Source: an optimization exercise on an open RTL-to-GDS flow (aim: small area, a short achievable clock period and few clock cycles). Production flows keep margins and buffers that such runs may drop. Only simulation tests tie the RTL to the original design; equivalence was not proved. No activity file was given, so power comes from the tool's default toggle rates.

v5:
## drawing_rectangle
module drawing_rectangle( input  wire        clk,
                      input  wire        rst,
                      input  wire        req,
                      output wire        ack,
                      output wire        busy,
                      input  wire [15:0] r0,  
                      input  wire [15:0] r1,  
                      input  wire [15:0] r2,  
                      input  wire [15:0] r3,  
                      input  wire [15:0] r4,  
                      input  wire [15:0] r5,
                      input  wire [15:0] r6,
                      input  wire [15:0] r7,
                      output wire        de_req,
                      input  wire        de_ack,
                      output wire [17:0] de_addr,
                      output wire  [3:0] de_nbyte,
                      output wire        de_rnw,
                      output wire [31:0] de_w_data,
                      input  wire [31:0] de_r_data );
reg        pre;         
reg        run;         
reg        ack_r;       
reg        rnw;         
reg [16:0] addr;        
reg  [7:0] stride;      
reg  [7:0] cnt;         
reg  [8:0] rows;        
reg        lw;          
reg  [3:0] nb;          
wire  [9:0] x = r0[9:0];
wire  [9:0] w = r2[9:0];
wire  [7:0] c_and = r4[15:8];
wire  [7:0] c_xor = r4[7:0];
wire [11:0] ys = {3'b000, rows} + {1'b0, rows, 2'b00} + {9'd0, cnt[2:0]};
wire [16:0] start_addr = {ys, x[6:2]};
wire  [9:0] sw = (10'd644 - {8'd0, x[1:0]}) - w;
wire  [1:0] xs = x[1:0];
wire  [1:0] xe = x[1:0] + w[1:0] - 2'd1;
wire fill = (c_and == 8'd0);
wire single = (stride == 8'd160);           
wire last_word = lw;
wire last_row = (rows == 9'd1);
wire step = run & de_ack;
wire done = step & ~rnw & last_word & last_row;
wire start = req & ~pre & ~run & ~ack_r;
wire  [7:0] inc = last_word ? stride : 8'd1;
wire [16:0] addr_next = addr + {9'd0, inc};
  ...
Size in the first run: about 480 cells after synthesis, about 51 flip-flops, roughly 4300 um2 of cells after synthesis.
clock: 5.5 ns
lec_check: 0
cap_margin: 20
core_margin: 2
core_utilization: 50
setup_slack_margin: 2.6
slew_margin: 20
standard.sh (not shown) runs the stock make flow with config.mk's settings and CLKGATE_MAP_FILE= SYNTH_SCRIPT=/design/flow/synth_recipe.tcl, a recipe that flattens the netlist after the stock synthesis.
==> flow/flow/run.sh <==
#!/bin/bash
set -e
export BUFFER_PORTS_ARGS="-buffer_cell sky130_fd_sc_hd__buf_1"
bash standard.sh finish > standard.log 2>&1
Testbench counts of v5, summed over its fixed seeds: cycles 1,857,174.
Modified inputs, v38 compared to v5
Settings: CORE_UTILIZATION changed from 50 to 40; SETUP_SLACK_MARGIN changed from 2.6 to 2.4.
### Flow results
Detailed router's first-iteration violation count (lower): v5. Against v5, v38 reports a non-clock buffer area fraction after layout that is lower. Compared with v5, in v38 final-layout worst hold slack went down by 0.0042 ns; data required time of the critical path was more or less identical. On transition time at the pin with the least slew margin: between v5 and v38, it ends up lower for v5.
The following lists how v42 was set up differently from v38:
Settings: SETUP_SLACK_MARGIN now 2.8, was 2.4; CORE_UTILIZATION now 60, was 40.
[summary]
Cmp v38 and v42 / global routing usage on met1 / higher: v42. NOTE multi-input combinational cell area v38->v42 increased by a few percent. The standard cells in v42 occupy more silicon area than those in v38 do. Re H-tree depth: no difference whatsoever between v42 and v38. Comparing number of cells in the finished layout apart from fillers for v38 and v42, the smaller number came from v42. Post-CTS resize count in v42 is 41 higher than in v38. On via count, v42 does worse than v38. Combinational power was lower in the run labelled v38. v42 can be clocked faster than v38.
What v7 does differently from v42 at the input level:
Settings: changing CORE_UTILIZATION from 60 to 40; changing SETUP_SLACK_MARGIN from 2.8 to 3.2.
==> results.txt <==
Having completed the whole flow, v7 delivered a layout that passed the timing, DRC and antenna checks. Type of the worst setup path: reg2reg -> v7, in2reg -> v42. The final cell utilization of the core of v7 falls short of that of v42 by 7.1 points. Compared with v42, v7 degrades net switching power. In the flow results for v42 and v7, the portion of total power attributed to combinational logic is larger on v7. Against v42, v7 reports a maximum frequency from static timing analysis that is higher. NOTE number of filler instances in the final layout v42->v7 increased by more than half.


v16:
Starting RTL as in the previous note.
==> flow/design.v (excerpt) <==
module drawing_rectangle( input  wire        clk,
                      input  wire        rst,
                      input  wire        req,
                      output wire        ack,
                      output wire        busy,
                      input  wire [15:0] r0,  
                      input  wire [15:0] r1,  
                      input  wire [15:0] r2,  
                      input  wire [15:0] r3,  
                      input  wire [15:0] r4,  
                      input  wire [15:0] r5,
                      input  wire [15:0] r6,
                      input  wire [15:0] r7,
                      output wire        de_req,
                      input  wire        de_ack,
                      output wire [17:0] de_addr,
                      output wire  [3:0] de_nbyte,
                      output wire        de_rnw,
                      output wire [31:0] de_w_data,
                      input  wire [31:0] de_r_data );
clock: 5.5 ns
lec_check: 0
cap_margin: 20
core_margin: 2
core_utilization: 40
setup_slack_margin: 1.5
slew_margin: 20
Scripts as last shown in full above: flow/flow/run.sh
Testbench counts of v16, summed over its fixed seeds: cycles 1,857,174.
The inputs of v1 differ from those of v16 as listed below.
# v16
export LEC_CHECK = 0
export CAP_MARGIN = 20
export CORE_MARGIN = 2
export CORE_UTILIZATION = 40
export SETUP_SLACK_MARGIN = 1.5
export SLEW_MARGIN = 20
create_clock -name core_clock -period 5.5 [get_ports {clk}]
# v1
export LEC_CHECK = 0
export CAP_MARGIN = 20
export CORE_MARGIN = 2
export CORE_UTILIZATION = 30
export SETUP_SLACK_MARGIN = 2.6
export SLEW_MARGIN = 20
create_clock -name core_clock -period 5.5 [get_ports {clk}]
Notes after the runs:
v1 closes out successfully: all stages finished, all timing, DRC and antenna checks passed. v1 against v16; detailed-route wire length is up by a few percent. Summary — total power after layout, v1 relative to v16: higher, by 0.00013 W. Changes observed in v1 relative to v16: net total in the final layout neither gained nor lost much, part of the cycle the worst path needs lost 1.7 points. v1 vs. v16: final estimated routing congestion in global placement fell by 0.052, fill cell instance count of the final layout rose by 414. Diff v16 -> v1: portion of total power attributed to the clock network went up 7.0 points; routed length on met2 increased by 190 um relative to the old numbers; post-layout minimum cycle time has decreased.
### v1 -> v30
# v1
export LEC_CHECK = 0
export CAP_MARGIN = 20
export CORE_MARGIN = 2
export CORE_UTILIZATION = 30
export SETUP_SLACK_MARGIN = 2.6
export SLEW_MARGIN = 20
create_clock -name core_clock -period 5.5 [get_ports {clk}]
# v30
export LEC_CHECK = 0
export CAP_MARGIN = 0
export CORE_MARGIN = 2
export CORE_UTILIZATION = 40
export SETUP_SLACK_MARGIN = 2.6
export SLEW_MARGIN = 0
create_clock -name core_clock -period 5.5 [get_ports {clk}]
==> results.txt <==
The flow did not stop early for v30: all stages ran, and the layout cleared the timing, DRC and antenna checks.
Non-clock buffer count on v30 is up relative to v1.
Worst-margin pin slew was lower in v1 than in v30.
Summary of v30 over v1: sequential cell area share shows an increase of 0.48 points, first-pass GRT wire length increased by 83 um relative to the old numbers, placer congestion estimate saw an increase.
--- input diff v30..v18 ---
# v30
export LEC_CHECK = 0
export CAP_MARGIN = 0
export CORE_MARGIN = 2
export CORE_UTILIZATION = 40
export SETUP_SLACK_MARGIN = 2.6
export SLEW_MARGIN = 0
create_clock -name core_clock -period 5.5 [get_ports {clk}]
# v18
export LEC_CHECK = 0
export CAP_MARGIN = 20
export CORE_MARGIN = 2
export CORE_UTILIZATION = 40
export GPL_TIMING_DRIVEN = 0
export SETUP_SLACK_MARGIN = 2.6
export SLEW_MARGIN = 20
create_clock -name core_clock -period 5.5 [get_ports {clk}]
Notes after the runs:
Compared with v30, v18 shows a higher critical path depth. Power: v18 better than v30. Measured against v18, the first-iteration DRC count of v30 comes out at 0.78 times the reference value. v30 -> v18: multi-input gate area in the final layout flat. v18 ends up with higher final worst-path cycle share than v30 does. Row minimum clock period: v18 higher / v30 lower. met3 global-route usage sits higher in v18 than in v30. Sequential portion of the cell area: v30 vs v18, no meaningful difference. v18 and v30 ended up with nearly the same total non-filler cell area in the finished layout. On area growth from synthesis to final layout, v18 and v30 are neck and neck.


Starting RTL as in the previous note.
export LEC_CHECK = 0
export CAP_MARGIN = 20
export CORE_MARGIN = 2
export CORE_UTILIZATION = 40
export SETUP_SLACK_MARGIN = 2.6
export SLEW_MARGIN = 20
create_clock -name core_clock -period 5.5 [get_ports {clk}]
Scripts as last shown in full above: flow/flow/run.sh
The first run finished clean.
Testbench counts at the start, summed over its fixed seeds: cycles 1,857,174.
Edit:
SETUP_SLACK_MARGIN = 2.8   (was 2.6)
What happened: The changed run went through all stages and came out clean. Via count rises by about 0.9%. Total power falls by 3.3%. Clock skew falls by 0.0032 ns. Global-route usage rises by 0.34 points. Utilization rises by 2.1 points. Cell count rises by about 0.5%. Clock-buffer cell count rises by 1. Routed wire length rises by about 4%.

static timing again, ports no longer ideal:
The flow's constraints put no driver on any port. The routed layouts listed below were extracted and timed again, unchanged, in two steps. Step 1 sets driving cells, clkbuf_16 on the clock port and buf_2 on the other inputs (assumed; they add their load-dependent delay and slew). Step 2 moves the port delays by t, midway between the first and last clock arrival at a register: inputs arrive t later, outputs are due t later. That takes back most of the time a late clock gives input paths. a / b / c = ideal ports / drivers / drivers and shift; a / b = the first two.
run	shift t [ns]	setup WS [ns]	hold slack, ns
v5	0.342	2.651 / 2.601 / 2.348	0.533 / 0.533 / 0.533
v38	0.337	2.635 / 2.572 / 2.317	0.529 / 0.529 / 0.529
v42	0.335	2.780 / 2.752 / 2.450	0.520 / 0.520 / 0.520
v7	0.350	2.798 / 2.728 / 2.685	0.527 / 0.527 / 0.527
v16	0.337	2.579 / 2.578 / 2.248	0.530 / 0.530 / 0.530
v1	0.326	2.672 / 2.650 / 2.362	0.520 / 0.520 / 0.520
v30	0.345	2.673 / 2.618 / 2.375	0.528 / 0.528 / 0.528
v18	0.339	2.646 / 2.611 / 2.414	0.537 / 0.537 / 0.537
the first run of note 3	0.345	2.673 / 2.618 / 2.375	0.528 / 0.528 / 0.528
the second run of note 3	0.339	2.791 / 2.750 / 2.561	0.531 / 0.531 / 0.531
After both steps every run listed still meets setup and hold. The setup slack of v16, which loses most, moves by -0.001 ns with the drivers and by -0.331 ns with both steps.
